Source: an optimization exercise on an open RTL-to-GDS flow (aim: small area and a short achievable clock period). Production flows keep margins and buffers that such runs may drop.
RTL that was checked went through simulation tests only; none was proved equivalent to the original.
No activity file was given, so power comes from the tool's default toggle rates.

== alpha ==
## output_timing
module output_timing#(
  parameter HFP_WIDTH=8,
  parameter HSW_WIDTH=4,
  parameter HBP_WIDTH=8,
  parameter HACTIVE_WIDTH=16,
  parameter DATA_WIDTH=8,
  parameter VFP_WIDTH=8,
  parameter VSW_WIDTH=4,
  parameter VBP_WIDTH=8,
  parameter VACTIVE_WIDTH=16
)(
  input                       clk,
  input                       rst_n,
  input                       sync_en,
  input                       hpol_i,
  input [HFP_WIDTH-1:0]       hfp_i,
  input [HSW_WIDTH-1:0]       hsw_i,
  input [HBP_WIDTH-1:0]       hbp_i,
  input [HACTIVE_WIDTH-1:0]   hactive_i,
  input [VFP_WIDTH-1:0]       vfp_i,
  input [VSW_WIDTH-1:0]       vsw_i,
  input [VBP_WIDTH-1:0]       vbp_i,
  input [VACTIVE_WIDTH-1:0]   vactive_i,
  input [DATA_WIDTH-1:0]      datar_i,
  input [DATA_WIDTH-1:0]      datag_i,
  input [DATA_WIDTH-1:0]      datab_i,
  output [DATA_WIDTH-1:0]     datar_o,
  output [DATA_WIDTH-1:0]     datag_o,
  output [DATA_WIDTH-1:0]     datab_o,
  output                      hsync_o,
  output                      vsync_o,
  output                      de_o
);
localparam [1:0] FP = 2'd0, SW = 2'd1, BP = 2'd2, POST = 2'd3;
localparam [1:0] PRE = 2'd0, ACT = 2'd1, END = 2'd2, UNR = 2'd3;
function [6:0] wrapinfo;
  input [7:0] fp;
  input [3:0] sw;
  input [7:0] bp;
  reg   [3:0] s, k;
  reg   [4:1] g, t;
  reg   [5:2] c;
  reg   [5:0] n;
  begin
    s = fp[3:0] ^ bp[3:0] ^ sw;
    k = (fp[3:0] & bp[3:0]) | (fp[3:0] & sw) | (bp[3:0] & sw);
    g = {1'b0, s[3:1] & k[2:0]};
    t = {k[3], s[3:1] | k[2:0]};
    c[2] = g[1];
    c[3] = g[2] | (t[2] & g[1]);
  ...
Size: about 130 I/O pins, about 6400 um2 of cells after synthesis.
export LEC_CHECK = 0
export CAP_MARGIN = 20
export CORE_MARGIN = 2
export CORE_UTILIZATION = 40
export SLEW_MARGIN = 20
create_clock -name core_clock -period 8.0 [get_ports {clk}]
standard.sh (not shown) runs the stock make flow with config.mk's settings and CLKGATE_MAP_FILE= SYNTH_SCRIPT=/design/flow/synth_recipe.tcl, a recipe that flattens the netlist after the stock synthesis.
==> flow/flow/run.sh <==
#!/bin/bash
# Standard ORFS layout, with plain buf_2 cells as the port buffers instead of
# the default delay-buffer cells, and timing repair aiming at 5.5 ns of setup
# slack.  Each tool's log is under orfs/logs/; make's output is in flow_make.log.
set -euo pipefail
bash standard.sh "BUFFER_PORTS_ARGS=-buffer_cell sky130_fd_sc_hd__buf_2" SETUP_SLACK_MARGIN=5.5 finish > flow_make.log 2>&1
--- input diff alpha..beta ---
--- a/flow/design.v
+++ b/flow/design.v
@@ -29,37 +29,26 @@
   output [DATA_WIDTH-1:0]     datab_o,
   output                      hsync_o,
   output                      vsync_o,
   output                      de_o
 );
 localparam [1:0] FP = 2'd0, SW = 2'd1, BP = 2'd2, POST = 2'd3;
 localparam [1:0] PRE = 2'd0, ACT = 2'd1, END = 2'd2, UNR = 2'd3;
 function [6:0] wrapinfo;
   input [7:0] fp;
   input [3:0] sw;
   input [7:0] bp;
-  reg   [3:0] s, k;
-  reg   [4:1] g, t;
-  reg   [5:2] c;
   reg   [5:0] n;
   begin
-    s = fp[3:0] ^ bp[3:0] ^ sw;
-    k = (fp[3:0] & bp[3:0]) | (fp[3:0] & sw) | (bp[3:0] & sw);
-    g = {1'b0, s[3:1] & k[2:0]};
-    t = {k[3], s[3:1] | k[2:0]};
-    c[2] = g[1];
-    c[3] = g[2] | (t[2] & g[1]);
-    c[4] = g[3] | (t[3] & g[2]) | (t[3] & t[2] & g[1]);
-    c[5] = (t[4] & g[3]) | (t[4] & t[3] & g[2]) | (t[4] & t[3] & t[2] & g[1]);
-    n = {c[5], k[3] ^ c[4], s[3] ^ k[2] ^ c[3], s[2] ^ k[1] ^ c[2], s[1] ^ k[0], s[0]};
-    wrapinfo = {(&fp[7:4]) & (&bp[7:4]) & c[5], n == 6'd32, n == 6'd33, n[3:0]};
+    n = fp[3:0] + bp[3:0] + sw;
+    wrapinfo = {(&fp[7:4]) & (&bp[7:4]) & n[5], n == 6'd32, n == 6'd33, n[3:0]};
   end
 endfunction
 wire hfp_z = ~|hfp_i;
 wire hsw_z = ~|hsw_i;
 wire hbp_z = ~|hbp_i;
 wire hfp_1 = (hfp_i == 8'd1);
 wire hsw_1 = (hsw_i == 4'd1);
 wire hbp_1 = (hbp_i == 8'd1);
 wire hfp_2 = (hfp_i == 8'd2);
 wire hsw_2 = (hsw_i == 4'd2);
 wire hbp_2 = (hbp_i == 8'd2);
Findings:
Both conditions hold for beta: the flow ran to the end and the final layout passed the timing, design-rule and antenna checks. Setup slack in beta is larger than in alpha. The fraction of the mapped netlist area in compound gates in beta sits 1.8 points below the value recorded for alpha. Row first-iteration DRC count: beta lower / alpha higher. Diff alpha -> beta | wire length of the first global-routing pass | down slightly. beta ends up with a fraction of power spent switching nets that is 2.8 points lower than in alpha. Taking alpha as the reference point, the area added between synthesis and finish of beta falls by 4.5 points. Higher clock tree buffer count of the final layout was reported by beta, not alpha. On global-route usage, alpha and beta are basically level. [beta vs alpha] clock network fraction of design power: higher in beta. beta reports a higher sequential cell fraction of total power than alpha does. Of alpha and beta, the lower gate count of the mapped netlist belongs to beta. beta vs alpha on via count normalized by instance count: beta is the higher one.
Function not checked in alpha: the RTL went through the layout flow alone.

* * *

output_timing, a different RTL version from the one above (not shown whole).
Size in the first run: ~830 cells after synthesis, ~130 flip-flops, roughly 130 I/O pins, about 0.0070 mm^2 of cells after synthesis.
export LEC_CHECK = 0
export CAP_MARGIN = 20
export CORE_MARGIN = 2
export CORE_UTILIZATION = 65
export SLEW_MARGIN = 20
create_clock -name core_clock -period 8.0 [get_ports {clk}]
==> flow/flow/run.sh <==
#!/bin/bash
# Standard ORFS layout, with plain buf_1 cells as the port buffers instead of
# the default delay-buffer cells, and timing repair aiming at 5.0 ns of setup
# slack.  Each tool's log is under orfs/logs/; make's output is in flow_make.log.
set -euo pipefail
bash standard.sh "BUFFER_PORTS_ARGS=-buffer_cell sky130_fd_sc_hd__buf_1" SETUP_SLACK_MARGIN=5.0 finish > flow_make.log 2>&1
Next try:
--- a/flow/design.v
+++ b/flow/design.v
@@ -24,23 +24,23 @@
   input [DATA_WIDTH-1:0]      datar_i,
   input [DATA_WIDTH-1:0]      datag_i,
   input [DATA_WIDTH-1:0]      datab_i,
   output [DATA_WIDTH-1:0]     datar_o,
   output [DATA_WIDTH-1:0]     datag_o,
   output [DATA_WIDTH-1:0]     datab_o,
   output                      hsync_o,
   output                      vsync_o,
   output                      de_o
 );
 localparam [1:0] FP = 2'd0, SW = 2'd1, BP = 2'd2, POST = 2'd3;
-localparam [1:0] PRE = 2'd0, ACT = 2'd1, END = 2'd2;
+localparam [1:0] PRE = 2'd0, ACT = 2'd1, END = 2'd2, UNR = 2'd3;
 function [7:0] csa;
   input [7:0] fp;
   input [3:0] sw;
   input [7:0] bp;
   begin
     csa = {fp[3:0] ^ bp[3:0] ^ sw,
            (fp[3:0] & bp[3:0]) | (fp[3:0] & sw) | (bp[3:0] & sw)};
   end
 endfunction
 function eqk;
   input [7:0] sk;
@@ -114,24 +114,23 @@
 wire       hs1_3 = !hl0_1;
 wire       hs1_l = hl0_1 ? hl0n1 : hl0_2;
 wire [1:0] hsn = (hsp_r == FP) ? (!hsw_z ? SW : !hbp_z ? BP : POST)
                : (hsp_r == SW) ? (!hbp_z ? BP : POST) : POST;
 wire       hsn_1 = (hsp_r == FP) ? (!hsw_z ? hsw_1 : hbp_1) : hbp_1;
 wire       hsa_post = (hsp_r == POST)
                     | (hsl_r & ((hsp_r == BP) | ((hsp_r == FP) & hpfp_r) | ((hsp_r == SW) & hpsw_r)));
 wire [7:0] hs_len = (hsp_r == FP) ? hfp_i : (hsp_r == SW) ? {4'd0, hsw_i} : hbp_i;
 reg [1:0]  hep_r;
 reg [15:0] hke_r;    
 reg        hel_r;
-reg         hu_r;    
-wire        hunr  = hu_r;
+wire        hunr  = (hep_r == UNR);
 wire [1:0]  he_p  = hunr ? he1_p : hep_r;
 wire        he_l  = hunr ? he1_l : hel_r;
 wire [15:0] he_k  = {hke_r[15:2], hke_r[1] | hunr, hke_r[0] | (hunr & he1_3)};
 wire h_reach_c = he_l | hsa_post;    
 wire h_at_end  = (he_p == END);
 wire h_end     = ((he_p == ACT) & he_l) | ((he_p == PRE) & h_reach_c & ha_zr);
 always @(posedge clk) begin
   if (!rst_n | h_at_end) begin
     hsp_r <= hp1;
     hsk_r <= {6'd1, hs1_3};
     hsl_r <= hs1_l;
@@ -141,27 +140,24 @@
     hsl_r <= hl0_1;
   end else if (hsl_r) begin
     hsp_r <= hsn;
     hsk_r <= 8'd2;
     hsl_r <= hsn_1;
   end else begin
     hsk_r <= hsk_r + 8'd1;
     hsl_r <= (hsk_r == hs_len);
   end
 end
 always @(posedge clk) begin
-  hu_r <= !rst_n;
-end
-always @(posedge clk) begin
   if (!rst_n) begin
-    hep_r <= PRE;
+    hep_r <= UNR;
     hke_r <= 16'd0;
   end else if (h_at_end) begin
     hep_r <= he1_p;
     hke_r <= {15'd1, he1_3};
     hel_r <= he1_l;
   end else if (!sync_en) begin
     hep_r <= he0_p;
     hke_r <= 16'd2;
     hel_r <= he0_l;
   end else if ((he_p == PRE) & h_reach_c) begin
     hep_r <= ha_zr ? END : ACT;
@@ -209,24 +205,23 @@
   vp0_r  <= vp0;
   vl0_1r <= vl0_1;
 end
 wire [4:0] vwi   = wrapinfo(vcs_r, vff_r);
 wire       vw_r  = vwi[4];
 wire [3:0] vcw_r = vwi[3:0];
 wire [1:0] ve0_p = vc0_r ? (va_zr ? END : ACT) : PRE;
 wire       ve0_l = vc0_r ? va_1r : vw33_r;
 reg [1:0] vsp_r;
 reg [7:0] vsk_r;
 reg       vsl_r;
-reg        vu_r;    
-wire       vunr  = vu_r;
+wire       vunr  = (vep_r == UNR);
 wire [1:0] vsp_e = vunr ? vp0_r : vsp_r;
 wire       vsl_e = vunr ? vl0_1r : vsl_r;
 wire [7:0] vsk_e = {vsk_r[7:2], vsk_r[1] | vunr, vsk_r[0]};
 wire [1:0] vsn = (vsp_e == FP) ? (!vsw_z ? SW : !vbp_z ? BP : POST)
                : (vsp_e == SW) ? (!vbp_z ? BP : POST) : POST;
 wire       vsn_1 = (vsp_e == FP) ? (!vsw_z ? vsw_1 : vbp_1) : vbp_1;
 wire       vsa_post = (vsp_e == POST)
                     | (vsl_e & ((vsp_e == BP) | ((vsp_e == FP) & vpfp_r) | ((vsp_e == SW) & vpsw_r)));
 wire [7:0] vs_len = (vsp_e == FP) ? vfp_i : (vsp_e == SW) ? {4'd0, vsw_i} : vbp_i;
 reg [1:0]  vep_r;
 reg [15:0] vke_r;
@@ -245,30 +240,27 @@
       vsp_r <= vsn;
       vsk_r <= 8'd2;
       vsl_r <= vsn_1;
     end else begin
       vsp_r <= vsp_e;
       vsk_r <= vsk_e + 8'd1;
       vsl_r <= (vsk_e == vs_len);
     end
   end
 end
 always @(posedge clk) begin
-  if (!rst_n | v_last)
-    vu_r <= 1'b1;
-  else if (h_end)
-    vu_r <= 1'b0;
-end
-always @(posedge clk) begin
-  if (!rst_n | v_last) begin
-    vep_r <= PRE;
+  if (!rst_n) begin
+    vep_r <= UNR;
+    vke_r <= 16'd0;
+  end else if (v_last) begin
+    vep_r <= UNR;
     vke_r <= 16'd0;
   end else if (h_end) begin
     if ((ve_p == PRE) & v_reach_c) begin
       vep_r <= ACT;
       vke_r <= 16'd2;
       vel_r <= va_1r;
     end else begin
       vep_r <= ve_p;
       vke_r <= ve_k + 16'd1;
       vel_r <= (ve_p == PRE) ? (vw_r & (ve_k[3:0] == vcw_r)) : (ve_k == vactive_i);
     end
Sequential cell count goes down by 2; worst hold slack degrades by 19 ps; via count drops by 7.5%; global-route usage went up by 0.28 points; worst setup slack improved by 74 ps; non-clock buffer count stays the same; die area is lower by 4.6%; routed wire length falls by 5.4%; power increases by 8.1%; sequential share of layout area rises by 0.29 points; first-iteration DRC count falls by 50%.
Function was not checked in any run of this note: the RTL went through the layout flow alone.

[afterwards: timing with drivers on the ports]
The results above use ideal ports. As a check the final layouts listed here were re-extracted and re-timed, cells and wires unchanged.
Step 1, drivers: a clkbuf_16 drives clk and a buf_2 each remaining input, both assumed.
Step 2 adds t to the input delays and takes it off the output delays; t is the mean of the earliest and latest rising clock arrival at the registers after step 1. Input paths then give back, and output paths get back, about the clock's delay inside the block.
a / b / c = ideal ports / drivers / drivers and shift; a / b = the first two.
run | shift t [ns] | slack for setup (ns) | worst register clock-pin slew, ns
alpha | 0.391 | 4.843 / 4.850 / 4.459 | 0.08 / 0.08
beta | 0.395 | 4.874 / 4.878 / 4.483 | 0.07 / 0.07
the first run of note 2 | 0.550 | 4.982 / 4.990 / 4.441 | 0.06 / 0.06
the second run of note 2 | 0.558 | 5.055 / 5.066 / 4.509 | 0.06 / 0.06
After both steps every run listed still meets setup and hold. The setup slack of the second run of note 2, which loses most, moves by +0.011 ns with the drivers and by -0.546 ns with both steps.
